Context: an optimization exercise on an open-source flow, tuned for small area and a short achievable clock period. The choices shown serve that exercise and are no tape-out recipe. No run shown here included a check of the RTL's function; only the layout flow was run. No activity file was given, so power comes from the tool's default toggle rates.

==> flow/design.v (outline; a module is shown in full before it is edited, if it fits) <==
// module CORDIC_pipelined: 83 lines
// module cordic_rom: 1470 lines
// module cordic_top: 12 lines
module cordic_top (
    input  logic clk,
    input  logic signed[15:0] angle,
    output logic signed[15:0] sin, cos
);
  // ...
==> flow/run.sh <==
#!/bin/bash
# synth_recipe.tcl (not shown) runs the flow's synth.tcl, then flattens the netlist and writes it again
# the make line also repeats each setting of config.mk as NAME=value (left out here)
make -C /OpenROAD-flow-scripts/flow DESIGN_CONFIG=/design/flow/config.mk WORK_HOME=/design/flow/orfs CLKGATE_MAP_FILE= SYNTH_SCRIPT=/design/flow/synth_recipe.tcl finish
==> flow/config.mk <==
export PLATFORM = sky130hd
export DESIGN_NAME = cordic_top
export DESIGN_NICKNAME = cordic_top
export VERILOG_FILES = /design/flow/design.v
export SDC_FILE = /design/flow/constraint.sdc
export NUM_CORES = 4
export LEC_CHECK = 0
export CAP_MARGIN = 20
export CORE_MARGIN = 2
export CORE_UTILIZATION = 45
export SETUP_SLACK_MARGIN = 0.6
export SLEW_MARGIN = 20
==> flow/constraint.sdc <==
create_clock -name core_clock -period 3.3 [get_ports {clk}]
set_input_delay 0.6600 -clock core_clock [delete_from_list [all_inputs] [get_ports {clk}]]
set_output_delay 0.6600 -clock core_clock [all_outputs]
set_load 0.01 [all_outputs]
==> results.toml, run 1 <==
[run_status]
outcome = "finished clean"

[layout]
multi_input_area_um2 = 5562
design_area_um2 = 10600
buffers = 95

[grt]
busiest_layer = "met2"
first_global_vias = 7813

[logic_synthesis]
synth_top_family_by_area = "compound AO/OA/AOI/OAI gates"
yosys.area.top_type = "dfxtp_1"
synth_compound_area_share_pct = 23.52
seq_area_frac_synth_pct = 34.77
synth-edff-count = 0
netlist_top_cells_count = "dfxtp_1, xnor2_1, nor2_1"
synth_area_um2 = 8981

[pwr]
power.share.clock_pct = 14.5
p_comb_share_pct = 60.9
p_leak_nw = 3.997
internal_power_w = 0.007358

[detailed_routing]
dr.max_layer_used = "met4"
dr_wl_met2_um = 11410
antenna_left = 0
drtPass1Iterations = 6
vias = 8306
vias_per_cell = 6.001
met3_length_um = 3317

[clock_tree]
clk-insertion-delay-late_ns = 0.42

[timing]
clock_skew_ns = 0.02243
fmax_ghz = 0.3622
worst_pin_slew_ns = 0.9100
layout_setup_ws_ns = 0.5392
totalNegativeSetupSlack_ns = 0
period_share_pct = 83.66

[hold_path]
holdCritStartpoint = "dut_basic.e6_q[6]"

[worst_setup_path]
worst-endpoint-arrival_ns = 2.97
path_max_fanout = 20
setup.worst_path.class = "reg -> reg"

[place]
placed_cells = 1350

[floorplan]
die_y_um = 145.3
==> module CORDIC_pipelined, before the edit <==
module CORDIC_pipelined (
    input clk,
    input logic signed[15:0] angle,
    output logic signed[15:0] sin, cos
);
logic [14:0] u0_q;
logic s_q;
logic [14:0] u1_q;
logic [1:0] e1_q;    
logic [13:0] u2_q;
logic [2:0] e2_q;    
logic [12:0] u3_q;
logic [3:0] e3_q;    
logic [11:0] u4_q;
logic [4:0] e4_q;    
logic [10:0] u5_q;
logic [5:0] e5_q;    
logic [8:0] u6_q;
logic [6:0] e6_q;    
logic [7:0] e7_q;
logic [31:0] rom_d;
logic [15:0] t_in;
assign t_in = angle - 16'd1;
logic s0;
assign s0 = s_q;
logic [15:0] v0;
assign v0 = {1'b0, u0_q} - 16'd12867;
logic [14:0] f1;
assign f1 = v0[14:0] ^ {15{v0[15]}};
logic [14:0] u1;
assign u1 = f1;
logic [15:0] v1;
assign v1 = {1'b0, u1_q} - 16'd7596;
logic [13:0] f2;
assign f2 = v1[13:0] ^ {14{v1[15]}};
logic [13:0] u2;
assign u2 = f2;
logic [14:0] v2;
assign v2 = {1'b0, u2_q} - 15'd4013;
logic [13:0] f3;
assign f3 = v2[13:0] ^ {14{v2[14]}};
logic [12:0] u3;
assign u3 = {|f3[13:12], f3[11:0]};
logic [13:0] v3;
assign v3 = {1'b0, u3_q} - 14'd2037;
logic [12:0] f4;
assign f4 = v3[12:0] ^ {13{v3[13]}};
logic [11:0] u4;
assign u4 = {|f4[12:11], f4[10:0]};
logic [12:0] v4;
assign v4 = {1'b0, u4_q} - 13'd1022;
logic [11:0] f5;
assign f5 = v4[11:0] ^ {12{v4[12]}};
logic [10:0] u5;
assign u5 = {|f5[11:10], f5[9:0]};
logic [11:0] v5;
assign v5 = {1'b0, u5_q} - 12'd511;
logic [10:0] f6;
assign f6 = v5[10:0] ^ {11{v5[11]}};
logic [8:0] u6;
assign u6 = {|f6[10:8], f6[7:0]};
logic [9:0] v6;
assign v6 = {1'b0, u6_q} - 10'd255;
always_ff @(posedge clk) begin
    u0_q <= t_in[14:0] ^ {15{t_in[15]}};
    s_q <= ~t_in[15];
    u1_q <= u1;
    e1_q <= {s0, v0[15]};
    u2_q <= u2;
    e2_q <= {e1_q, v1[15]};
    u3_q <= u3;
    e3_q <= {e2_q, v2[14] ^ e2_q[0]};
    u4_q <= u4;
    e4_q <= {e3_q, v3[13] ^ e3_q[0]};
    u5_q <= u5;
    e5_q <= {e4_q, v4[12] ^ e4_q[0]};
    u6_q <= u6;
    e6_q <= {e5_q, v5[11] ^ e5_q[0]};
    e7_q <= {e6_q, v6[9] ^ e6_q[0]};
    {sin, cos} <= rom_d;
end
cordic_rom rom_i (.d(e7_q), .q(rom_d));
endmodule
==> inputs of run 2 (changes only) <==
--- a/flow/design.v
+++ b/flow/design.v
@@ -3,83 +3,43 @@
     input logic signed[15:0] angle,
     output logic signed[15:0] sin, cos
 );
-logic [14:0] u0_q;
-logic s_q;
-logic [14:0] u1_q;
-logic [1:0] e1_q;    
-logic [13:0] u2_q;
-logic [2:0] e2_q;    
-logic [12:0] u3_q;
-logic [3:0] e3_q;    
-logic [11:0] u4_q;
-logic [4:0] e4_q;    
-logic [10:0] u5_q;
-logic [5:0] e5_q;    
-logic [8:0] u6_q;
-logic [6:0] e6_q;    
-logic [7:0] e7_q;
-logic [31:0] rom_d;
 logic [15:0] t_in;
 assign t_in = angle - 16'd1;
-logic s0;
-assign s0 = s_q;
+logic [14:0] u0_q;
+logic d0_q;
+logic [14:0] u1;
+logic [14:0] u1_q;
+logic [1:0] i1_q;    
 logic [15:0] v0;
 assign v0 = {1'b0, u0_q} - 16'd12867;
 logic [14:0] f1;
 assign f1 = v0[14:0] ^ {15{v0[15]}};
-logic [14:0] u1;
 assign u1 = f1;
-logic [15:0] v1;
-assign v1 = {1'b0, u1_q} - 16'd7596;
-logic [13:0] f2;
-assign f2 = v1[13:0] ^ {14{v1[15]}};
-logic [13:0] u2;
-assign u2 = f2;
-logic [14:0] v2;
-assign v2 = {1'b0, u2_q} - 15'd4013;
-logic [13:0] f3;
-assign f3 = v2[13:0] ^ {14{v2[14]}};
-logic [12:0] u3;
-assign u3 = {|f3[13:12], f3[11:0]};
-logic [13:0] v3;
-assign v3 = {1'b0, u3_q} - 14'd2037;
-logic [12:0] f4;
-assign f4 = v3[12:0] ^ {13{v3[13]}};
-logic [11:0] u4;
-assign u4 = {|f4[12:11], f4[10:0]};
-logic [12:0] v4;
-assign v4 = {1'b0, u4_q} - 13'd1022;
-logic [11:0] f5;
-assign f5 = v4[11:0] ^ {12{v4[12]}};
-logic [10:0] u5;
-assign u5 = {|f5[11:10], f5[9:0]};
-logic [11:0] v5;
-assign v5 = {1'b0, u5_q} - 12'd511;
-logic [10:0] f6;
-assign f6 = v5[10:0] ^ {11{v5[11]}};
-logic [8:0] u6;
-assign u6 = {|f6[10:8], f6[7:0]};
-logic [9:0] v6;
-assign v6 = {1'b0, u6_q} - 10'd255;
+logic [6:0] lpos;
+cordic_lpos lpos_i (.d(u1_q[14:7]), .q(lpos));
+logic [7:0] h_q;
+logic c_q;
+logic [1:0] iq_q;
+logic [5:0] late;
+cordic_qtab qtab_i (.d({h_q, c_q}), .q(late));
+logic [7:0] x0_q, x1_q, x2_q, x3_q, x4_q;    
+logic [31:0] rom_d;
+cordic_rom rom_i (.d(x4_q), .q(rom_d));
 always_ff @(posedge clk) begin
     u0_q <= t_in[14:0] ^ {15{t_in[15]}};
-    s_q <= ~t_in[15];
+    d0_q <= ~t_in[15];
     u1_q <= u1;
-    e1_q <= {s0, v0[15]};
-    u2_q <= u2;
-    e2_q <= {e1_q, v1[15]};
-    u3_q <= u3;
-    e3_q <= {e2_q, v2[14] ^ e2_q[0]};
-    u4_q <= u4;
-    e4_q <= {e3_q, v3[13] ^ e3_q[0]};
-    u5_q <= u5;
-    e5_q <= {e4_q, v4[12] ^ e4_q[0]};
-    u6_q <= u6;
-    e6_q <= {e5_q, v5[11] ^ e5_q[0]};
-    e7_q <= {e6_q, v6[9] ^ e6_q[0]};
+    i1_q <= {d0_q, v0[15]};
+    h_q <= u1_q[14:7];
+    c_q <= u1_q[6:0] >= lpos;
+    iq_q <= i1_q;
+    x0_q <= {iq_q, late};
+    x1_q <= x0_q;
+    x2_q <= x1_q;
+    x3_q <= x2_q;
+    x4_q <= x3_q;
     {sin, cos} <= rom_d;
 end
-cordic_rom rom_i (.d(e7_q), .q(rom_d));
 endmodule
 module cordic_rom(d, q);
   input [7:0] d;
@@ -1551,6 +1511,259 @@
   assign _402_ = _551_ & ~(_403_);
   assign q[31] = q[30];
 endmodule
+module cordic_lpos(d, q);
+  input [7:0] d;
+  wire [7:0] d;
+  output [6:0] q;
+  wire [6:0] q;
+  wire _0_;
+  wire _10_;
+  wire _11_;
+  wire _12_;
+  wire _13_;
+  wire _14_;
+  wire _15_;
+  wire _16_;
+  wire _17_;
+  wire _18_;
+  wire _19_;
+  wire _1_;
+  wire _20_;
+  wire _21_;
+  wire _22_;
+  wire _23_;
+  wire _24_;
+  wire _25_;
+  wire _26_;
+  wire _27_;
+  wire _28_;
+  wire _29_;
+  wire _2_;
+  wire _30_;
+  wire _31_;
+  wire _32_;
+  wire _33_;
+  wire _34_;
+  wire _35_;
+  wire _36_;
+  wire _37_;
+  wire _38_;
+  wire _39_;
+  wire _3_;
+  wire _40_;
+  wire _41_;
+  wire _42_;
+  wire _43_;
+  wire _44_;
+  wire _45_;
+  wire _46_;
+  wire _47_;
+  wire _48_;
+  wire _49_;
+  wire _4_;
+  wire _50_;
+  wire _51_;
+  wire _52_;
+  wire _53_;
+  wire _54_;
+  wire _55_;
+  wire _56_;
+  wire _57_;
+  wire _58_;
+  wire _59_;
+  wire _5_;
+  wire _60_;
+  wire _61_;
+  wire _62_;
+  wire _63_;
+  wire _64_;
+  wire _6_;
+  wire _7_;
+  wire _8_;
+  wire _9_;
+  assign _14_ = _15_ | _16_;
+  assign _13_ = _14_ | ~(_18_);
+  assign q[6] = _13_ & ~(d[7]);
+  assign _12_ = q[6] | ~(_20_);
+  assign _11_ = d[6] & ~(_19_);
+  assign q[5] = _12_ & ~(_11_);
+  assign _10_ = _19_ | ~(q[6]);
+  assign q[4] = _20_ & ~(_10_);
+  assign q[3] = ~_21_;
+  assign _9_ = _25_ & ~(d[7]);
+  assign _8_ = d[4] & ~(d[2]);
+  assign _7_ = d[3] & ~(_8_);
+  assign _6_ = _9_ & ~(_7_);
+  assign _5_ = _6_ | _12_;
+  assign _4_ = ~(_47_ & _48_);
+  assign _3_ = ~d[3];
+  assign _2_ = _3_ & ~(_46_);
+  assign _1_ = _4_ & ~(_2_);
+  assign _0_ = _28_ & ~(_1_);
+  assign _64_ = d[1] & ~(d[6]);
+  assign _63_ = _37_ & ~(_64_);
+  assign _62_ = _63_ & ~(_25_);
+  assign _61_ = _62_ | _27_;
+  assign _60_ = _61_ | _0_;
+  assign q[2] = _5_ & ~(_60_);
+  assign _59_ = d[2] & d[4];
+  assign _58_ = _59_ | _3_;
+  assign _57_ = _9_ & ~(_58_);
+  assign _56_ = _4_ & ~(_46_);
+  assign _55_ = _56_ ^ _58_;
+  assign _54_ = q[6] & ~(_55_);
+  assign q[1] = _54_ | _57_;
+  assign _53_ = _9_ & _34_;
+  assign _52_ = _37_ | d[2];
+  assign _51_ = ~(_52_ & d[1]);
+  assign _50_ = q[6] & ~(_51_);
+  assign q[0] = _50_ | _53_;
+  assign _49_ = ~d[5];
+  assign _48_ = d[2] & d[1];
+  assign _47_ = ~(d[5] ^ d[0]);
+  assign _46_ = ~(_47_ | _48_);
+  assign _45_ = d[6] | ~(d[2]);
+  assign _44_ = _45_ | ~(_46_);
+  assign _43_ = d[5] | d[0];
+  assign _42_ = d[6] & ~(_43_);
+  assign _41_ = d[6] | ~(d[0]);
+  assign _40_ = _42_ | ~(_41_);
+  assign _39_ = d[2] | ~(d[1]);
+  assign _38_ = _40_ & ~(_39_);
+  assign _37_ = d[3] & d[4];
+  assign _36_ = d[0] | ~(d[5]);
+  assign _35_ = d[6] & ~(_36_);
+  assign _34_ = ~(d[2] | d[1]);
+  assign _33_ = _37_ & ~(_34_);
+  assign _32_ = _35_ & ~(_33_);
+  assign _31_ = _32_ | ~(_37_);
+  assign _30_ = _31_ | _38_;
+  assign _29_ = _30_ | ~(_44_);
+  assign _28_ = d[3] | d[4];
+  assign _27_ = _46_ & ~(_28_);
+  assign _26_ = _27_ | ~(_35_);
+  assign _25_ = ~(_43_ | d[6]);
+  assign _24_ = _25_ | _37_;
+  assign _23_ = _26_ & ~(_24_);
+  assign _22_ = _23_ | d[7];
+  assign _21_ = _22_ | ~(_29_);
+  assign _20_ = _21_ | _49_;
+  assign _19_ = _33_ ^ _49_;
+  assign _18_ = _19_ | _41_;
+  assign _17_ = _45_ | _36_;
+  assign _16_ = _33_ & ~(_17_);
+  assign _15_ = _32_ | _42_;
+endmodule
+module cordic_qtab(d, q);
+  input [8:0] d;
+  wire [8:0] d;
+  output [5:0] q;
+  wire [5:0] q;
+  wire _0_;
+  wire _10_;
+  wire _11_;
+  wire _12_;
+  wire _13_;
+  wire _14_;
+  wire _15_;
+  wire _16_;
+  wire _17_;
+  wire _18_;
+  wire _19_;
+  wire _1_;
+  wire _20_;
+  wire _21_;
+  wire _22_;
+  wire _23_;
+  wire _24_;
+  wire _25_;
+  wire _26_;
+  wire _27_;
+  wire _28_;
+  wire _29_;
+  wire _2_;
+  wire _30_;
+  wire _31_;
+  wire _32_;
+  wire _33_;
+  wire _34_;
+  wire _35_;
+  wire _36_;
+  wire _37_;
+  wire _38_;
+  wire _39_;
+  wire _3_;
+  wire _40_;
+  wire _41_;
+  wire _42_;
+  wire _43_;
+  wire _44_;
+  wire _45_;
+  wire _46_;
+  wire _47_;
+  wire _48_;
+  wire _4_;
+  wire _5_;
+  wire _6_;
+  wire _7_;
+  wire _8_;
+  wire _9_;
+  assign q[1] = _38_ ? _37_ : _35_;
+  assign _34_ = _42_ & ~(_44_);
+  assign q[0] = _38_ & ~(_34_);
+  assign q[5] = ~(_45_ | _17_);
+  assign _33_ = ~d[6];
+  assign _32_ = ~(d[4] & d[5]);
+  assign _31_ = ~d[3];
+  assign _30_ = ~(d[0] | d[1]);
+  assign _29_ = _30_ & ~(d[2]);
+  assign _28_ = _29_ | _31_;
+  assign _27_ = ~(d[0] & d[1]);
+  assign _26_ = d[2] & ~(_27_);
+  assign _25_ = _31_ & ~(_26_);
+  assign _24_ = d[6] & ~(_25_);
+  assign _23_ = _28_ & ~(_24_);
+  assign _22_ = ~d[4];
+  assign _21_ = ~(_25_ | _32_);
+  assign _20_ = _21_ | _22_;
+  assign _19_ = _23_ & ~(_20_);
+  assign _18_ = _22_ & ~(_23_);
+  assign _17_ = d[7] | d[8];
+  assign _16_ = _17_ | _18_;
+  assign _15_ = _16_ | _19_;
+  assign _14_ = d[2] & ~(_30_);
+  assign _13_ = _31_ & ~(_14_);
+  assign _12_ = _13_ ^ d[4];
+  assign _11_ = ~d[7];
+  assign _10_ = d[6] & ~(_32_);
+  assign _9_ = _10_ | d[8];
+  assign _8_ = _9_ | _11_;
+  assign _7_ = _12_ & ~(_8_);
+  assign _6_ = _15_ & ~(_7_);
+  assign _5_ = ~(_6_ | _32_);
+  assign _4_ = _5_ | _33_;
+  assign _3_ = _5_ & ~(d[6]);
+  assign _2_ = _3_ | d[8];
+  assign q[4] = _4_ & ~(_2_);
+  assign _1_ = _6_ | _22_;
+  assign _0_ = d[5] | d[8];
+  assign _48_ = _1_ & ~(_0_);
+  assign q[3] = _48_ | _5_;
+  assign q[2] = ~_6_;
+  assign _47_ = ~(_12_ | d[8]);
+  assign _46_ = _47_ | ~(_6_);
+  assign _45_ = _10_ & ~(_25_);
+  assign _44_ = _11_ & ~(_45_);
+  assign _43_ = _33_ & ~(_21_);
+  assign _42_ = ~(_14_ | _29_);
+  assign _41_ = _27_ ^ d[2];
+  assign _40_ = _43_ ? _42_ : _41_;
+  assign _39_ = _44_ & ~(_40_);
+  assign _38_ = _46_ & ~(_39_);
+  assign _37_ = _14_ ^ d[3];
+  assign _36_ = _29_ ^ d[3];
+  assign _35_ = _36_ & ~(_9_);
+endmodule
 module cordic_top (
     input  logic clk,
     input  logic signed[15:0] angle,
--- a/flow/config.mk
+++ b/flow/config.mk
@@ -5,8 +5,8 @@
 export SDC_FILE = /design/flow/constraint.sdc
 export NUM_CORES = 4
 export LEC_CHECK = 0
+export ABC_AREA = 1
 export CAP_MARGIN = 20
 export CORE_MARGIN = 2
 export CORE_UTILIZATION = 45
-export SETUP_SLACK_MARGIN = 0.6
 export SLEW_MARGIN = 20
==> run 2 against run 1 <==
Compared with the run above:
- still clean
- cell area decreased by 20%
- synthesized cell count increased by 1.9%
- critical path depth increased by 6
- wire length decreased by 7.7%
- sequential power decreased by 36%
- flip-flop and latch count decreased by 41
- die area decreased by 19%
- cell count decreased by 1.6%
- utilization decreased by 0.53 points
- critical path type unchanged
- largest power group unchanged
==> results.toml, run 2 <==
[grt]
grt_max_degree = 43
antenna_found_initial = 0
overflow = 0
grt_pass1_wl_um = 39600
grt_use_total_pct = 31.03
first_global_vias = 7183

[floorplan]
die_w_um = 130.7
start_util_pct = 45.78
rows = 46
io_pins = 49
fp.coreArea_um2 = 15770
die_y_um = 130.7
fp.dieArea_um2 = 17070

[timing]
clock_skew_ns = 0.006824
rsz0062_at_grt = "false"
worst_pin_slew_ns = 0.6890
totalNegativeSetupSlack_ns = 0
hold_viol = 0
period_share_pct = 84.10
max_slew_margin_pct = 53.90
report.final.slew_viol_count = 0
layout_min_cycle_time_ns = 2.775
setup_violations = 0
layout_setup_ws_ns = 0.5246
fmax_ghz = 0.3603

[detailed_routing]
post-route-drc-count = 0
drtIter0Drc = 756
vias = 7492
wl_per_cell_um = 18.60
drt_wl_total_um = 25330
vias_per_cell = 5.501
drtPass1Iterations = 6
antenna_left = 0

[layout]
largest_reg_flops = 16
utilization_pct = 53.78
layout_common_cells = "nand2_1, nand3_1, dfxtp_1, nor2_1, inv_1"
num_antenna_cells = 0
final_common_cell = "nand2_1"
syn_to_final_growth_pct = 17.47
fillCellCount = 1657
drive_above_1_share_pct = 8.115
final_nets = 1189
final_cells = 1362

[worst_setup_path]
timing.rr.start = "dut_basic.x4_q[0]"
worst-endpoint-arrival_ns = 3.10
setup.worst_path.class = "reg -> reg"
end_kind = "register"
cp.required_ns = 3.62
path_max_fanout = 8
start_kind = "register"
crit_start = "dut_basic.x4_q[0]"

[pwr]
ir_drop_mv = 0.4828
p_leak_nw = 4.127
design_power_total_w = 0.01000
power_density_nw_per_um2 = 1180

[logic_synthesis]
synth_top_area_share_pct = 31.89
seq_area_frac_synth_pct = 31.89
syn_inst = 1088
synth_area_um2 = 7219
yosys_warnings = 1
synthFlopType = "dfxtp_1"
synth_cell_types = 44
synth_area_leaders = "dfxtp_1, nand2_1, nand3_1"
async_flop_share_pct = 0
netlist_top_cells_count = "nand2_1, nand3_1, dfxtp_1"
syn_nets = 1143
syn_avg_cell_area_um2 = 6.636
yosys.area.top_type = "dfxtp_1"
synth-edff-count = 0
ys_ff_latch = 115
yosysMostFrequentCell = "nand2_1"

[clock_tree]
hold_buffers = 0
cts_resized = 0
clk-insertion-delay-late_ns = 0.42
cts_buffers = 17
postCtsSetupRepairBufs = 0
cts-htree-levels = 4
clock-sinks = 115
clockRootBuffer = "clkbuf_16"
cts_max_path_buffers = 2
cts_tree = "yes"
path_clk_slew_ns = 0.06

[run_status]
outcome = "finished clean"

[place]
gp_congestion = 1.065
hpwl_um = 18870
io_buffers = 48
placed_cells = 1331
place_ws_ns = 0.6756

[run]
maxCapViolCount = 0

[hold_path]
holdCritStartpoint = "dut_basic.x2_q[1]"
hp-class = "reg -> reg"
[run 2: where the power goes]
| part | switching [W] | internal, W | leakage [nW] |
|---|---|---|---|
| combinational | 0.00407 | 0.00191 | 2.86 |
| clock | 0.000679 | 0.00120 | 0.294 |
| sequential | 0.000247 | 0.00189 | 0.969 |
[run 2: logic make-up (layout without fill, tap and decap cells)]
family / count (synthesis) / after routing / synth area share [%]
AND/OR/NAND/NOR: 614 / 614 / 36.38
buffers and inverters: 139 / 197 / 8.319
AO/OA/AOI/OAI: 130 / 130 / 10.05
flip-flops: 115 / 115 / 31.89
XOR/XNOR: 52 / 52 / 6.776
adder cells (fa/ha/maj): 38 / 38 / 6.586
[run 2: metrics by stage]
stage | hold slack (ns) | cell area (µm²)
after global routing | 0.3290 | 8481
after detailed placement | 0.3121 | 7881
after floorplan | 0.3096 | 7219
final | 0.3205 | 8481
after global placement | 0.3097 | 7881
after CTS | 0.3191 | 8481
[run 2: worst paths after layout]
check	endpoint	slack, ns	cells past startpoint
setup / recovery	dut_basic.sin[2]	0.52	14
hold / removal	dut_basic.x3_q[1]	0.32	0
setup reg to reg	dut_basic.sin[2]	0.52	14
hold reg to reg	dut_basic.x3_q[1]	0.32	0
[run 2: worst max-delay path: stages (launching register included)]
cell and delay [ns]:
dfxtp_1 0.43, buf_4 0.22, inv_2 0.13, ha_1 0.43
ha_1 0.24, nor2_1 0.31, inv_1 0.11, nand2_1 0.17
nand3_1 0.14, o21ai_0 0.18, nand2_1 0.09, nand2_1 0.08
nand2_1 0.05, nand2_1 0.05, nand2_1 0.04
[run 2: final cells by class]
cell class,instances,area [µm²],area share [%]
Sequential cell,115,2305,27.18
Inverter,101,381.6,4.500
Clock buffer,19,442.9,5.223
Timing Repair Buffer,65,608.1,7.170
Clock inverter,12,156.4,1.844
Tap cell,216,270.3,3.187
Multi-Input combinational cell,834,4317,50.90
[run 2: layer usage]
layer	up-vias	routed length (µm)	track usage (%)
met5	-	0	0
met4	0	1385	17.90
met3	115	2401	7.695
met2	391	11370	49.14
met1	3380	10170	38.51
li1	3606	-	-
==> inputs of run 3 (changes only) <==
--- a/flow/config.mk
+++ b/flow/config.mk
@@ -5,7 +5,6 @@
 export SDC_FILE = /design/flow/constraint.sdc
 export NUM_CORES = 4
 export LEC_CHECK = 0
-export ABC_AREA = 1
 export CAP_MARGIN = 20
 export CORE_MARGIN = 2
 export CORE_UTILIZATION = 45
==> run 3 against run 2 <==
Compared with the run above:
- register-to-register slack got worse by 0.08 ns
- fmax decreased by 3.0%
- critical path depth shrank 6
- global-route usage shrank 0.27 points
- clock power increased by 3%
- die area rose by 1.6%
- cell count down 12%
- synthesized area up 1.7%
- flip-flop and latch count stayed put
- critical endpoint is now dut_basic.sin[8]
- highest routed layer is now met5
==> results.toml, run 3 <==
[run_status]
outcome = "finished clean"

[timing]
worst_pin_slew_ns = 1.029
clock_skew_ns = 0.01582
hold_viol = 0
fmax_ghz = 0.3496
period_share_pct = 86.68
layout_min_cycle_time_ns = 2.860
max_slew_margin_pct = 31.04
totalNegativeSetupSlack_ns = 0
hold_ws_ns = 0.3233
report.final.slew_viol_count = 0
rsz0062_at_grt = "false"
setup_violations = 0

[worst_setup_path]
setup.worst_path.class = "reg -> reg"
timing.rr.end = "dut_basic.sin[8]"
r2r_cells = 8
crit_path_end = "dut_basic.sin[8]"
crit_start = "dut_basic.x4_q[1]"
worst-endpoint-arrival_ns = 3.17
start_kind = "register"
rrSetupSlack_ns = 0.44
cp.required_ns = 3.61
timing.rr.start = "dut_basic.x4_q[1]"
end_kind = "register"
path_max_fanout = 15

[detailed_routing]
wl_per_cell_um = 22.67
drt_wl_total_um = 27230
antenna_left = 0
post-route-drc-count = 0
vias = 7668
drtPass1Iterations = 5
vias_per_cell = 6.385
drtIter0Drc = 892

[layout]
syn_to_final_growth_pct = 22.55
num_antenna_cells = 0
final_nets = 1027
largest_reg_flops = 16
layout_common_cells = "dfxtp_1, buf_4, o21ai_0, nor2_1, a21oi_1"
final_common_cell = "dfxtp_1"
drive_above_1_share_pct = 13.30

[logic_synthesis]
yosysMostFrequentCell = "dfxtp_1"
synth_area_um2 = 7341
synth_top_area_share_pct = 31.36
yosys_warnings = 1
seq_area_frac_synth_pct = 31.36
synth-edff-count = 0
ys_ff_latch = 115
synth_area_leaders = "dfxtp_1, ha_1, xnor2_1"
synthFlopType = "dfxtp_1"
async_flop_share_pct = 0
syn_avg_cell_area_um2 = 8.111
netlist_top_cells_count = "dfxtp_1, o21ai_0, a21oi_1, nor2_1, nand2_1"
yosys.area.top_type = "dfxtp_1"
syn_nets = 960
syn_inst = 905
synth_cell_types = 77

[place]
gp_congestion = 1.010
io_buffers = 48
hpwl_um = 19360

[grt]
first_global_vias = 7356
grt_pass1_wl_um = 41490
overflow = 0
grt_max_degree = 91
grt_use_total_pct = 30.77
antenna_found_initial = 1

[clock_tree]
clockRootBuffer = "clkbuf_16"
postCtsSetupRepairBufs = 0
cts_max_path_buffers = 2
cts_resized = 0
path_clk_slew_ns = 0.06
cts-htree-levels = 4
hold_buffers = 0
clk-insertion-delay-late_ns = 0.42
cts_buffers = 17
cts_tree = "yes"
clock-sinks = 115

[pwr]
ir_drop_mv = 0.6211
p_leak_nw = 3.501
power_density_nw_per_um2 = 1265

[floorplan]
io_pins = 49
fp.coreArea_um2 = 15940
rows = 46
start_util_pct = 46.04
fp.dieArea_um2 = 17350
die_w_um = 131.7
die_y_um = 131.7

[run]
maxCapViolCount = 0

[hold_path]
hp-class = "reg -> reg"
## run 3: cell types whose count changed after synthesis, moves of 23 or more
cell      delta
clkbuf_1    +39
nand2b_1    +28
xnor2_1     +37
o21ai_0     +39
inv_1       -58
nor2b_1     +23
nand2_1    -296
nor3_1      +25
nand3_1    -110
xor2_1      -25
## run 3: cell type report
type	count	area (µm²)
clock buffers	17	425.4
clock inverters	15	195.2
fillers	1487	6947
inverters	29	108.9
multi-input cells	689	4631
flip-flops and latches	115	2307
well taps	216	270.3
repair buffers	120	1059
## run 3: critical path: stages (launching register included)
cell and delay [ns]:
dfxtp_1 0.31, buf_4 0.21, ha_1 0.38, or4_1 0.56
a21oi_1 0.54, a22oi_1 0.29, nor2_1 0.18, nor3_1 0.06
a211o_1 0.23
## run 3: metal layers
layer	track usage [%]	wire (µm)	part of all wire [%]	vias to the layer above
li1	-	-	-	3466
met1	36.28	10110	37	3575
met2	50.44	12900	47	503
met3	6.597	2526	9.3	122
met4	20.47	1674	6.1	2
met5	0	15	0.055	-
## run 3: through the flow
step / cell area [µm²] / utilization [%] / power (W) / instances / setup WS, ns
5_1_grt: 8996 / 56.43 / 0.01192 / 1201 / 0.2571
2_1_floorplan: 7341 / - / 0.006385 / 905 / 0.5817
4_1_cts: 8991 / 56.40 / 0.01115 / 1201 / 0.4942
3_3_place_gp: 8371 / 52.50 / 0.009231 / 1169 / 0.4040
3_5_place_dp: 8371 / 52.50 / 0.009158 / 1169 / 0.3222
6_report: 8996 / 56.43 / 0.01138 / 1201 / 0.4396
## run 3: worst min path at each step
stage	cells after the start	endpoint	from
floorplan	0	dut_basic.i1_q[1]	dut_basic.d0_q
global placement	0	dut_basic.x3_q[1]	dut_basic.x2_q[1]
detailed placement	0	dut_basic.x4_q[3]	dut_basic.x3_q[3]
CTS	0	dut_basic.i1_q[1]	dut_basic.d0_q
global route	0	dut_basic.x3_q[7]	dut_basic.x2_q[7]
finish	0	dut_basic.x3_q[1]	dut_basic.x2_q[1]
## run 3: logic make-up after synthesis
| family | count (synthesis) | share of synthesized area (%) |
|---|---|---|
| AO/OA/AOI/OAI | 307 | 28.65 |
| XOR/XNOR | 62 | 7.500 |
| adder cells (fa/ha/maj) | 38 | 6.477 |
| buffers and inverters | 101 | 5.625 |
| flip-flops | 115 | 31.36 |
| multiplexers | 4 | 0.5625 |
| AND/OR/NAND/NOR | 278 | 19.82 |
## run 3: where the power goes
part	internal (W)	total, W	switching, W
clock network	0.00121	0.00193	0.000722
registers	0.00191	0.00226	0.000346
logic	0.00290	0.00719	0.00429
==> inputs of run 4 (changes only) <==
--- a/flow/config.mk
+++ b/flow/config.mk
@@ -5,7 +5,9 @@
 export SDC_FILE = /design/flow/constraint.sdc
 export NUM_CORES = 4
 export LEC_CHECK = 0
+export ABC_AREA = 1
 export CAP_MARGIN = 20
 export CORE_MARGIN = 2
 export CORE_UTILIZATION = 45
+export SETUP_SLACK_MARGIN = 0.8
 export SLEW_MARGIN = 20
==> run 4 against run 3 <==
Compared with the run above:
- highest routed layer is now met4
- global-route usage grew 0.34 points
- via count shrank 1.6%
- clock-buffer cell count grew 2
- sequential power shrank 5%
- cell count grew 14%
- clock skew shrank 0.0085 ns
- combinational power shrank 15%
- first-iteration DRC count shrank 19%
- utilization shrank 2.1 points
- non-clock buffer count shrank 50
==> results.toml, run 4 <==
[run_status]
outcome = "finished clean"

[grt]
grt_max_degree = 43
antenna_found_initial = 0
overflow = 0
first_global_vias = 7207
grt_pass1_wl_um = 39720
grt_use_total_pct = 31.11

[worst_setup_path]
end_kind = "register"
path_max_fanout = 3
cp.required_ns = 3.58
worst-endpoint-arrival_ns = 2.67
critPathSlowestCell = "dfxtp_2"
setup.worst_path.class = "reg -> reg"
start_kind = "register"
cp_common_cell = "nand2_1"
cp_cell_sequence = "inv_2 -> ha_4 -> ha_2 -> nand2_1 -> nand3_1 -> a31oi_1 -> nand3_1 -> buf_4 -> nand2_1 -> nand2_1 -> ha_1 -> nand2_1 -> o21a_1 -> o221ai_1"
max_stage_delay_ns = 0.35

[logic_synthesis]
synth_area_leaders = "dfxtp_1, nand2_1, nand3_1"
synth_top_area_share_pct = 31.89
async_flop_share_pct = 0
synth_area_um2 = 7219
yosys_warnings = 1
syn_nets = 1143
synth_cell_types = 44
syn_avg_cell_area_um2 = 6.636
netlist_top_cells_count = "nand2_1, nand3_1, dfxtp_1"
ys_ff_latch = 115
synthFlopType = "dfxtp_1"
synth-edff-count = 0
yosysMostFrequentCell = "nand2_1"
seq_area_frac_synth_pct = 31.89
yosys.area.top_type = "dfxtp_1"
syn_inst = 1088

[layout]
final_cells = 1367
seq_area_um2 = 2312
final_nets = 1194
largest_reg_flops = 16
final_common_cell = "nand2_1"
num_antenna_cells = 0
fillCellCount = 1647
layout_common_cells = "nand2_1, nand3_1, dfxtp_1, nor2_1, inv_1"
multi_input_area_um2 = 4357
drive_above_1_share_pct = 9.731
syn_to_final_growth_pct = 18.65

[clock_tree]
path_clk_slew_ns = 0.06
hold_buffers = 0
cts_max_path_buffers = 2
clockRootBuffer = "clkbuf_16"
cts-htree-levels = 4
clock-sinks = 115
clk-insertion-delay-late_ns = 0.42
cts_tree = "yes"
cts_buffers = 17

[timing]
report.final.slew_viol_count = 0
rsz0062_at_grt = "true"
worst_pin_slew_ns = 0.7034
max_slew_margin_pct = 52.93
hold_viol = 0
clock_skew_ns = 0.007316
totalNegativeSetupSlack_ns = 0
layout_setup_ws_ns = 0.9027
period_share_pct = 72.65
fmax_ghz = 0.4171
layout_min_cycle_time_ns = 2.397
setup_violations = 0

[pwr]
p_sw_w = 0.005046
internal_power_w = 0.005091
p_comb_share_pct = 60.3
power.share.clock_pct = 18.6
seqPwrFrac_pct = 21.2
power_density_nw_per_um2 = 1183
ir_drop_mv = 0.4799
p_leak_nw = 4.149
power.share.switching_pct = 49.78

[place]
hpwl_um = 18870
placed_cells = 1331
place_ws_ns = 0.6756
io_buffers = 48
gp_congestion = 1.065

[detailed_routing]
vias_per_cell = 5.521
wl_per_cell_um = 18.68
drtPass1Iterations = 6
drt_wl_total_um = 25540
drtIter0Drc = 725
post-route-drc-count = 0
vias = 7547
antenna_left = 0

[floorplan]
die_w_um = 130.7
start_util_pct = 45.78
fp.coreArea_um2 = 15770
rows = 46
io_pins = 49
die_y_um = 130.7
fp.dieArea_um2 = 17070

[hold_path]
hp-class = "reg -> reg"

[run]
maxCapViolCount = 0
[run 4: cell count changes after synthesis, sizes merged, moves of 27 or more]
| cell | previous run | this run |
|---|---|---|
| nor3 | 33 | 6 |
| nand3 | 16 | 126 |
| nand2 | 52 | 353 |
| nand2b | 28 | 0 |
| inv | 27 | 98 |
| xnor2 | 51 | 15 |
| clkbuf | 50 | 11 |
| nor2 | 65 | 104 |
[run 4: cells by family after synthesis]
family / after synthesis / share of synthesized area [%]
XOR/XNOR: 52 / 6.776
flip-flops: 115 / 31.89
AND/OR/NAND/NOR: 614 / 36.38
adder cells (fa/ha/maj): 38 / 6.586
AO/OA/AOI/OAI: 130 / 10.05
buffers and inverters: 139 / 8.319
[run 4: power by group through the flow]
stage | registers [W] | clock network [W] | logic, W
final | 0.00215 | 0.00188 | 0.00611
after global routing | 0.00220 | 0.00197 | 0.00666
after CTS | 0.00215 | 0.00191 | 0.00585
after detailed placement | 0.00217 | 0 | 0.00576
after global placement | 0.00217 | 0 | 0.00587
after floorplan | 0.00220 | 0 | 0.00376
[run 4: worst max-delay path: cells and delay by family, from the launching register on]
kind                       cells  cell delay [ns]
adders and majority gates      3             0.73
AOI/OAI and AO/OA              3             0.45
and+or+nand+nor                6             0.50
DFF                            1             0.35
buffers and inverters          2             0.23
[run 4: timing repair]
action | in CTS | in global routing
setup buffers | 4 | 1
pin swaps | 2 | 3
endpoints found under the hold margin | 0 | 0
setup endpoints to repair | 4 | 8
gates cloned | 0 | 0
gates resized for setup | 7 | 9
[run 4: per-layer routing]
layer / up-vias / GRT usage [%] / part of all wire (%)
li1: 3616 / - / -
met1: 3396 / 38.55 / 40
met2: 426 / 49.36 / 45
met3: 109 / 7.695 / 10
met4: 0 / 17.90 / 5.1
met5: - / 0 / 0
[run 4: area by class of cell]
| class | count | area share [%] |
|---|---|---|
| Inverter | 101 | 4.455 |
| Timing Repair Buffer | 70 | 7.537 |
| Clock inverter | 12 | 1.826 |
| Sequential cell | 115 | 26.99 |
| Multi-Input combinational cell | 834 | 50.86 |
| Tap cell | 216 | 3.155 |
| Clock buffer | 19 | 5.171 |
[run 4: path summary, 6_finish.rpt]
path / depth (start not counted) / slack [ns] / from / end
worst max-delay path: 14 / 0.90 / dut_basic.u1_q[7] / dut_basic.c_q
worst min register to register: 0 / 0.32 / dut_basic.x2_q[1] / dut_basic.x3_q[1]
worst min-delay path: 0 / 0.32 / dut_basic.x2_q[1] / dut_basic.x3_q[1]
worst max register to register: 14 / 0.90 / dut_basic.u1_q[7] / dut_basic.c_q
[run 4: stage by stage]
step                      util (%)  total power, W  cell area [µm²]  hold WS, ns
after detailed placement     49.98        0.007926             7881       0.3121
after global routing         54.32         0.01083             8566       0.3290
after floorplan                  -        0.005953             7219       0.3096
after CTS                    54.12        0.009906             8534       0.3191
after global placement       49.98        0.008038             7881       0.3097
final                        54.32         0.01014             8566       0.3198
==> inputs of run 5 (changes only) <==
--- a/flow/config.mk
+++ b/flow/config.mk
@@ -9,5 +9,5 @@
 export CAP_MARGIN = 20
 export CORE_MARGIN = 2
 export CORE_UTILIZATION = 45
-export SETUP_SLACK_MARGIN = 0.8
+export SETUP_SLACK_MARGIN = 1.2
 export SLEW_MARGIN = 20
==> run 5 against run 4 <==
Compared with the run above:
- die area unchanged
- synthesized area unchanged
- clock-buffer cell count decreased by 2
- power increased by 1.0%
- utilization increased by 1.7 points
- cell area increased by 3.1%
- wire length decreased by 3.9%
- highest routed layer unchanged
==> results.toml, run 5 <==
[clock_tree]
clockRootBuffer = "clkbuf_16"
clock-sinks = 115
cts_tree = "yes"
clk-insertion-delay-late_ns = 0.43
path_clk_slew_ns = 0.06
cts-htree-levels = 4
cts_buffers = 17
hold_buffers = 0
cts_max_path_buffers = 2

[logic_synthesis]
yosys.area.top_type = "dfxtp_1"
syn_inst = 1088
ys_ff_latch = 115
seq_area_frac_synth_pct = 31.89
async_flop_share_pct = 0
yosys_warnings = 1
synth_area_leaders = "dfxtp_1, nand2_1, nand3_1"
syn_avg_cell_area_um2 = 6.636
syn_nets = 1143
synth_top_area_share_pct = 31.89
yosysMostFrequentCell = "nand2_1"
netlist_top_cells_count = "nand2_1, nand3_1, dfxtp_1"
synth_cell_types = 44
synthFlopType = "dfxtp_1"
synth-edff-count = 0
synth_area_um2 = 7219

[run]
maxCapViolCount = 0

[worst_setup_path]
worst-endpoint-arrival_ns = 2.48
timing.rr.end = "dut_basic.c_q"
r2r_cells = 12
rrSetupSlack_ns = 1.13
start_kind = "register"
path_max_fanout = 3
setup.worst_path.class = "reg -> reg"
crit_start = "dut_basic.u1_q[12]"
crit_path_end = "dut_basic.c_q"
timing.rr.start = "dut_basic.u1_q[12]"
end_kind = "register"
cp.required_ns = 3.60

[grt]
grt_pass1_wl_um = 38980
first_global_vias = 7186
antenna_found_initial = 0
overflow = 0
grt_max_degree = 36
grt_use_total_pct = 30.34

[hold_path]
hp-class = "reg -> reg"

[pwr]
p_leak_nw = 4.170
design_power_total_w = 0.01024
ir_drop_mv = 0.5795
power_density_nw_per_um2 = 1159

[timing]
worst_pin_slew_ns = 0.5914
fmax_ghz = 0.4599
layout_min_cycle_time_ns = 2.175
report.final.slew_viol_count = 0
rsz0062_at_grt = "true"
setup_violations = 0
hold_viol = 0
layout_setup_ws_ns = 1.125
clock_skew_ns = 0.01408
totalNegativeSetupSlack_ns = 0
period_share_pct = 65.90
max_slew_margin_pct = 60.58

[run_status]
outcome = "finished clean"

[floorplan]
rows = 46
start_util_pct = 45.78
die_w_um = 130.7
die_y_um = 130.7
fp.coreArea_um2 = 15770
io_pins = 49
fp.dieArea_um2 = 17070

[layout]
final_common_cell = "nand2_1"
syn_to_final_growth_pct = 22.36
drive_above_1_share_pct = 14.17
num_antenna_cells = 0
fillCellCount = 1594
layout_common_cells = "nand2_1, nand3_1, dfxtp_1, inv_1, nor2_1"
final_nets = 1200
largest_reg_flops = 16

[place]
gp_congestion = 1.072
place_ws_ns = 0.7054
hpwl_um = 18220
io_buffers = 48

[detailed_routing]
antenna_left = 0
vias = 7484
drtIter0Drc = 839
drt_wl_total_um = 24550
wl_per_cell_um = 17.88
post-route-drc-count = 0
vias_per_cell = 5.451
drtPass1Iterations = 6
[run 5: changes by cell type in the layout (fill, tap and decap cells not counted), sizes merged]
cell	change
clkinvlp	+5
clkbuf	-2
bufinv	-3
clkinv	-2
inv	+2
buf	+6
[run 5: cells by family after synthesis]
family                   after synthesis  share of synthesized area, %
AND/OR/NAND/NOR                      614                         36.38
buffers and inverters                139                         8.319
AO/OA/AOI/OAI                        130                         10.05
flip-flops                           115                         31.89
XOR/XNOR                              52                         6.776
adder cells (fa/ha/maj)               38                         6.586
[run 5: cell type report]
class	instances	area (µm²)	area share (%)
timing repair buffer	76	730.7	8.272
sequential	115	2322	26.29
inverter	101	394.1	4.462
clock buffer	17	425.4	4.816
tap	216	270.3	3.059
clock inverter	14	106.4	1.204
multi-input combinational	834	4584	51.90
[run 5: how the worst min path moves through the flow]
stage               cells after the start         startpoint           endpoint
floorplan                               0     dut_basic.d0_q  dut_basic.i1_q[1]
global placement                        0  dut_basic.x2_q[0]  dut_basic.x3_q[0]
detailed placement                      0  dut_basic.x0_q[2]  dut_basic.x1_q[2]
CTS                                     0  dut_basic.x3_q[0]  dut_basic.x4_q[0]
global route                            0  dut_basic.x1_q[4]  dut_basic.x2_q[4]
finish                                  0  dut_basic.x3_q[0]  dut_basic.x4_q[0]
[run 5: critical path, cell delays in order (launching register included)]
cell and delay (ns):
dfxtp_4 0.36, inv_4 0.05, ha_4 0.24, ha_4 0.16
buf_6 0.11, nand3_2 0.06, nand4_1 0.11, nand3_2 0.13
nand4_1 0.11, ha_1 0.35, a21oi_2 0.15, o21a_1 0.14
o221ai_2 0.09
[run 5: per-layer routing]
metal / track usage, % / part of all wire (%) / wire length, µm
met5: 0 / 0 / 0
met4: 17.46 / 5.8 / 1422
met3: 7.573 / 8.6 / 2117
met2: 48.87 / 46 / 11300
met1: 36.96 / 40 / 9714
[run 5: report_power, final]
| group | switching (W) | internal [W] |
|---|---|---|
| clock network | 0.000717 | 0.000959 |
| registers | 0.000289 | 0.00191 |
| logic | 0.00414 | 0.00223 |
[run 5: timing repair]
item,4_1_cts,5_1_grt
endpoints found under the setup margin,40,26
buffers inserted,12,2
gates resized for setup,38,39
pin swaps,12,9
[run 5: stage by stage]
step | instance area [µm²] | std cells | util [%] | hold WS [ns]
after floorplan | 7248 | 1088 | - | 0.3096
after global placement | 7900 | 1328 | 50.10 | 0.3103
after detailed placement | 7900 | 1328 | 50.10 | 0.3121
after CTS | 8670 | 1371 | 54.97 | 0.3160
after global routing | 8833 | 1373 | 56.01 | 0.3219
final | 8833 | 1373 | 56.01 | 0.3117
==> inputs of run 6 (changes only) <==
--- a/flow/config.mk
+++ b/flow/config.mk
@@ -9,5 +9,5 @@
 export CAP_MARGIN = 20
 export CORE_MARGIN = 2
 export CORE_UTILIZATION = 45
-export SETUP_SLACK_MARGIN = 1.2
+export SETUP_SLACK_MARGIN = 1.5
 export SLEW_MARGIN = 20
==> run 6 against run 5 <==
Compared with the run above:
- still clean on timing, DRC and antenna
- sequential power grew 2%
- via count increased by 4.9%
- power is 20% higher
- critical path depth grew 1
- cell count increased by 2.9%
==> results.toml, run 6 <==
[run_status]
outcome = "finished clean"

[worst_setup_path]
cp.required_ns = 3.66
critPathSlowestCell = "dfxtp_4"
start_kind = "register"
timing.rr.start = "dut_basic.u1_q[12]"
worst-endpoint-arrival_ns = 2.53
cp_cell_sequence = "inv_4 -> ha_4 -> ha_4 -> nand2_2 -> nand3_2 -> a31oi_4 -> buf_4 -> buf_4 -> buf_4 -> nand2_2 -> ha_4 -> nand4_1 -> o221ai_2"
timing.rr.end = "dut_basic.c_q"
setup.worst_path.class = "reg -> reg"
end_kind = "register"
r2r_cells = 13
max_stage_delay_ns = 0.36
path_max_fanout = 3
rrSetupSlack_ns = 1.13

[hold_path]
min_to = "dut_basic.x1_q[7]"
hp-class = "reg -> reg"
hold_path_depth = 0
holdCritStartpoint = "dut_basic.x0_q[7]"

[logic_synthesis]
async_flop_share_pct = 0
synth_area_leaders = "dfxtp_1, nand2_1, nand3_1"
synth_cell_types = 44
synth-edff-count = 0
synth_area_um2 = 7219
seq_area_frac_synth_pct = 31.89
yosysMostFrequentCell = "nand2_1"
yosys.area.top_type = "dfxtp_1"
synthFlopType = "dfxtp_1"
yosys_warnings = 1
synth_top_area_share_pct = 31.89
syn_inst = 1088
netlist_top_cells_count = "nand2_1, nand3_1, dfxtp_1"
syn_avg_cell_area_um2 = 6.636
ys_ff_latch = 115
syn_nets = 1143

[clock_tree]
path_clk_slew_ns = 0.06
cts_tree = "yes"
cts-htree-levels = 4
clk-insertion-delay-late_ns = 0.43
clock-sinks = 115
clockRootBuffer = "clkbuf_16"
cts_buffers = 17
cts_max_path_buffers = 2

[timing]
worst_pin_slew_ns = 0.6270
max_slew_margin_pct = 58.15
report.final.slew_viol_count = 0
clock_skew_ns = 0.006085
setup_violations = 0
totalNegativeSetupSlack_ns = 0
layout_min_cycle_time_ns = 2.172
layout_setup_ws_ns = 1.128
rsz0062_at_grt = "true"
fmax_ghz = 0.4605
hold_viol = 0
period_share_pct = 65.81
hold_ws_ns = 0.3228

[detailed_routing]
vias_per_cell = 5.558
vias = 7853
post-route-drc-count = 0
drt_wl_total_um = 26870
antenna_left = 0
wl_per_cell_um = 19.02
drtPass1Iterations = 7
drtIter0Drc = 703

[floorplan]
io_pins = 49
die_w_um = 130.7
rows = 46
fp.coreArea_um2 = 15770
die_y_um = 130.7
start_util_pct = 45.78
fp.dieArea_um2 = 17070

[grt]
overflow = 0
first_global_vias = 7507
grt_use_total_pct = 31.88
grt_max_degree = 42
antenna_found_initial = 0
grt_pass1_wl_um = 40610

[layout]
syn_to_final_growth_pct = 40.85
final_nets = 1239
drive_above_1_share_pct = 29.07
layout_common_cells = "nand2_1, dfxtp_1, nand3_1, inv_1, nor2_1"
final_common_cell = "nand2_1"
largest_reg_flops = 16
num_antenna_cells = 0

[place]
place_ws_ns = 0.6859
hpwl_um = 18650
io_buffers = 48
gp_congestion = 1.041

[pwr]
p_leak_nw = 4.744
ir_drop_mv = 0.6090
design_power_total_w = 0.01229
power_density_nw_per_um2 = 1208

[run]
maxCapViolCount = 0
-- run 6: cell count changes in the layout (fill, tap and decap cells not counted), moves of 21 or more --
cell	change
nor2_4	+22
dlygate4sd2_1	+43
buf_4	+21
nand2_2	+30
clkdlybuf4s50_1	-45
nand2_1	-49
-- run 6: worst max-delay path, delay by kind of cell (launching register included) --
kind                       cells  cell delay (ns)
AOI/OAI and AO/OA              2             0.39
adders and majority gates      3             0.67
and+or+nand+nor                4             0.33
DFF                            1             0.36
buffers and inverters          4             0.36
-- run 6: what timing repair did --
| action | in CTS | in global routing |
|---|---|---|
| hold buffers | 0 | 0 |
| resized for setup | 190 | 165 |
| setup endpoints to repair | 77 | 43 |
| pin swaps | 43 | 70 |
| buffers inserted | 35 | 18 |
| gates cloned | 2 | 1 |
-- run 6: metrics by stage --
stage	cells	utilization, %	instance area (µm²)
floorplan	1088	-	7320
global placement	1325	50.32	7935
detailed placement	1325	50.32	7935
CTS	1394	59.46	9376
global route	1413	64.48	10170
finish	1413	64.48	10170
-- run 6: worst max-delay path by stage --
stage,from,to,slack [ns]
floorplan,dut_basic.u1_q[12],dut_basic.c_q,1.26
global placement,angle[3],dut_basic.u0_q[9],0.75
detailed placement,angle[2],dut_basic.u0_q[10],0.69
CTS,dut_basic.u1_q[12],dut_basic.c_q,1.13
global route,dut_basic.u1_q[7],dut_basic.c_q,1.02
finish,dut_basic.u1_q[12],dut_basic.c_q,1.13
-- run 6: metal layers --
layer	GRT usage, %	part of all wire, %
met1	37.37	39
met2	51.07	46
met3	7.899	7.3
met4	22.65	7.8
met5	0	0
-- run 6: layout make-up --
cell class | instances | area, µm²
fill | 1439 | 5602
clock inverter | 13 | 167.7
inverter | 101 | 445.4
tap | 216 | 270.3
multi-input combinational | 834 | 5356
timing repair buffer | 115 | 1141
sequential | 115 | 2335
clock buffer | 19 | 452.9
-- run 6: power by group --
| group | switching [W] | internal (W) | total [W] |
|---|---|---|---|
| clock | 0.000728 | 0.00124 | 0.00197 |
| sequential | 0.000318 | 0.00192 | 0.00224 |
| combinational | 0.00505 | 0.00304 | 0.00808 |
-- run 6: cell families after synthesis --
kind of cell | synth area share (%)
AND/OR/NAND/NOR | 36.38
buffers and inverters | 8.319
AO/OA/AOI/OAI | 10.05
flip-flops | 31.89
XOR/XNOR | 6.776
adder cells (fa/ha/maj) | 6.586
==> inputs of run 7 (changes only) <==
--- a/flow/config.mk
+++ b/flow/config.mk
@@ -9,5 +9,7 @@
 export CAP_MARGIN = 20
 export CORE_MARGIN = 2
 export CORE_UTILIZATION = 45
-export SETUP_SLACK_MARGIN = 1.5
+export CTS_BUF_LIST = sky130_fd_sc_hd__clkbuf_8
+export CTS_CLUSTER_SIZE = 30
+export SETUP_SLACK_MARGIN = 1.2
 export SLEW_MARGIN = 20
==> run 7 against run 6 <==
Compared with the run above:
- critical endpoint unchanged
- via count down 4.4%
- highest routed layer unchanged
- synthesized area is the same
- clock-buffer cell count shrank 2
- wire length shrank 8.2%
- cell count decreased by 2.5%
- still clean on timing, DRC and antenna
- sequential share of layout area up 3.8 points
- clock power down 41%
==> results.toml, run 7 <==
[layout]
final_cells = 1377
multi_input_area_um2 = 4596
final_common_cell = "nand2_1"
seq_area_um2 = 2322
num_antenna_cells = 0
layout_common_cells = "nand2_1, nand3_1, dfxtp_1, inv_1, nor2_1"
final_nets = 1204
largest_reg_flops = 16
syn_to_final_growth_pct = 20.31
drive_above_1_share_pct = 14.47
fillCellCount = 1632

[pwr]
p_leak_nw = 4.099
design_power_total_w = 0.009790
ir_drop_mv = 0.5233
power_density_nw_per_um2 = 1127

[place]
hpwl_um = 18220
placed_cells = 1328
io_buffers = 48
gp_congestion = 1.072
place_ws_ns = 0.7054

[detailed_routing]
drtIter0Drc = 872
drt_wl_total_um = 24660
wl_per_cell_um = 17.91
drtPass1Iterations = 6
post-route-drc-count = 0
vias_per_cell = 5.451
antenna_left = 0
vias = 7506

[timing]
clock_skew_ns = 0.02109
hold_viol = 0
layout_setup_ws_ns = 1.141
worst_pin_slew_ns = 0.6975
fmax_ghz = 0.4632
totalNegativeSetupSlack_ns = 0
max_slew_margin_pct = 53.43
setup_violations = 0
period_share_pct = 65.42
rsz0062_at_grt = "true"
layout_min_cycle_time_ns = 2.159
report.final.slew_viol_count = 0

[grt]
grt_use_total_pct = 30.13
antenna_found_initial = 0
grtUsageMet2_pct = 49.14
first_global_vias = 7205
grt_util_met3_pct = 7.085
met1_usage_pct = 36.29
grt_pass1_wl_um = 38700
grt_max_degree = 36
overflow = 0
busiest_layer = "met2"

[logic_synthesis]
synth_area_um2 = 7219
synthFlopType = "dfxtp_1"
ys_ff_latch = 115
syn_nets = 1143
seq_area_frac_synth_pct = 31.89
synth-edff-count = 0
synth_xor_xnor_area_share_pct = 6.776
syn_avg_cell_area_um2 = 6.636
synth_area_leaders = "dfxtp_1, nand2_1, nand3_1"
synth_top_area_share_pct = 31.89
yosys.area.top_type = "dfxtp_1"
synth-simple-area-share_pct = 36.38
netlist_top_cells_count = "nand2_1, nand3_1, dfxtp_1"
yosysMostFrequentCell = "nand2_1"
synth_top_family_by_area = "simple AND/OR/NAND/NOR gates"
synth_cell_types = 44
synth.area.mux_share_pct = 0
syn_inst = 1088
synth_compound_area_share_pct = 10.05
synth-adder-area-share_pct = 6.586
yosys_warnings = 1
async_flop_share_pct = 0

[run]
maxCapViolCount = 0

[clock_tree]
path_clk_slew_ns = 0.09
clock-sinks = 115
cts_buffers = 17
hold_buffers = 0
cts-htree-levels = 4
clk-insertion-delay-late_ns = 0.47
cts_tree = "yes"
cts_max_path_buffers = 2
clockRootBuffer = "clkbuf_8"

[floorplan]
die_w_um = 130.7
fp.coreArea_um2 = 15770
start_util_pct = 45.78
io_pins = 49
rows = 46
fp.dieArea_um2 = 17070
die_y_um = 130.7

[worst_setup_path]
path_max_fanout = 3
cp.required_ns = 3.63
worst-endpoint-arrival_ns = 2.49
setup.worst_path.class = "reg -> reg"
rrSetupSlack_ns = 1.14
end_kind = "register"
start_kind = "register"

[hold_path]
hp-class = "reg -> reg"

[run_status]
outcome = "finished clean"
## run 7: worst paths after layout
kind                          start                 to  depth (start not counted)
setup / recovery  dut_basic.u1_q[7]      dut_basic.c_q                         12
hold / removal    dut_basic.x3_q[0]  dut_basic.x4_q[0]                          0
setup reg to reg  dut_basic.u1_q[7]      dut_basic.c_q                         12
hold reg to reg   dut_basic.x3_q[0]  dut_basic.x4_q[0]                          0
## run 7: metrics by stage
stage	util [%]	area, µm²	hold slack, ns
finish	55.08	8686	0.3034
floorplan	-	7248	0.3096
CTS	53.76	8478	0.3105
global placement	50.10	7900	0.3103
global route	55.08	8686	0.3181
detailed placement	50.10	7900	0.3121
## run 7: report_power, final
part	switching (W)	total (W)	leakage, nW	internal, W
logic	0.00417	0.00642	2.97	0.00226
clock network	0.000649	0.00117	0.159	0.000519
registers	0.000293	0.00220	0.970	0.00190
## run 7: worst max-delay path, cell delays in order (launching register included)
cell	delay [ns]
dfxtp_2	0.35
inv_2	0.05
ha_4	0.24
ha_4	0.16
buf_6	0.11
nand3_2	0.06
nand4_1	0.12
nand3_2	0.13
nand4_1	0.11
ha_1	0.35
a21oi_2	0.14
o21a_1	0.13
o221ai_2	0.09
## run 7: cell type report
class	count	share of cell area, %
timing repair buffer	80	8.715
clock buffer	17	2.694
multi-input combinational	834	52.91
clock inverter	14	1.224
inverter	101	4.610
tap	216	3.111
sequential	115	26.74
## run 7: kinds of logic (layout without fill, tap and decap cells)
| logic type | count (synthesis) | count (layout) |
|---|---|---|
| AOI/OAI and AO/OA | 130 | 130 |
| and+or+nand+nor | 614 | 614 |
| xor gates and xnor gates | 52 | 52 |
| DFF | 115 | 115 |
| adders and majority gates | 38 | 38 |
| buffers and inverters | 139 | 212 |
## run 7: per-layer routing
layer  routed length (µm)  vias to the layer above
li1                     -                     3641
met1                 9980                     3379
met2                11190                      373
met3                 1953                      113
met4                 1537                        0
met5                    0                        -
## run 7: repair_timing
item,CTS,global route
setup buffers,12,6
pin swaps,12,13
cloned,0,0
gates resized for setup,38,41
endpoints found under the setup margin,38,25

afterwards: timing with drivers on the ports:
In the flow no input, the clock included, has a driving cell. The finished layouts below were timed again as built, in two steps. Step 1, drivers: a clkbuf_16 drives clk and a buf_2 each remaining input, both assumed. Step 2 also shifts input and output timing later by t, the mid clock arrival at the registers, as if the neighbouring blocks saw the same clock. a / b / c = ideal / step 1 / step 2; a / b = the first two.
run | shift t [ns] | setup WS [ns] | slew at the worst register clock pin (ns)
run 1 | 0.452 | 0.539 / 0.539 / 0.270 | 0.08 / 0.08
run 2 | 0.467 | 0.525 / 0.525 / 0.525 | 0.06 / 0.06
run 3 | 0.460 | 0.440 / 0.440 / 0.324 | 0.06 / 0.06
run 4 | 0.464 | 0.903 / 0.903 / 0.722 | 0.06 / 0.06
run 5 | 0.470 | 1.125 / 1.125 / 0.923 | 0.06 / 0.06
run 6 | 0.476 | 1.128 / 1.128 / 1.108 | 0.06 / 0.06
run 7 | 0.496 | 1.141 / 1.141 / 0.924 | 0.09 / 0.09
After both steps every run listed still meets setup and hold. The setup slack of run 1, which loses most, moves by 0.000 ns with the drivers and by -0.269 ns with both steps.
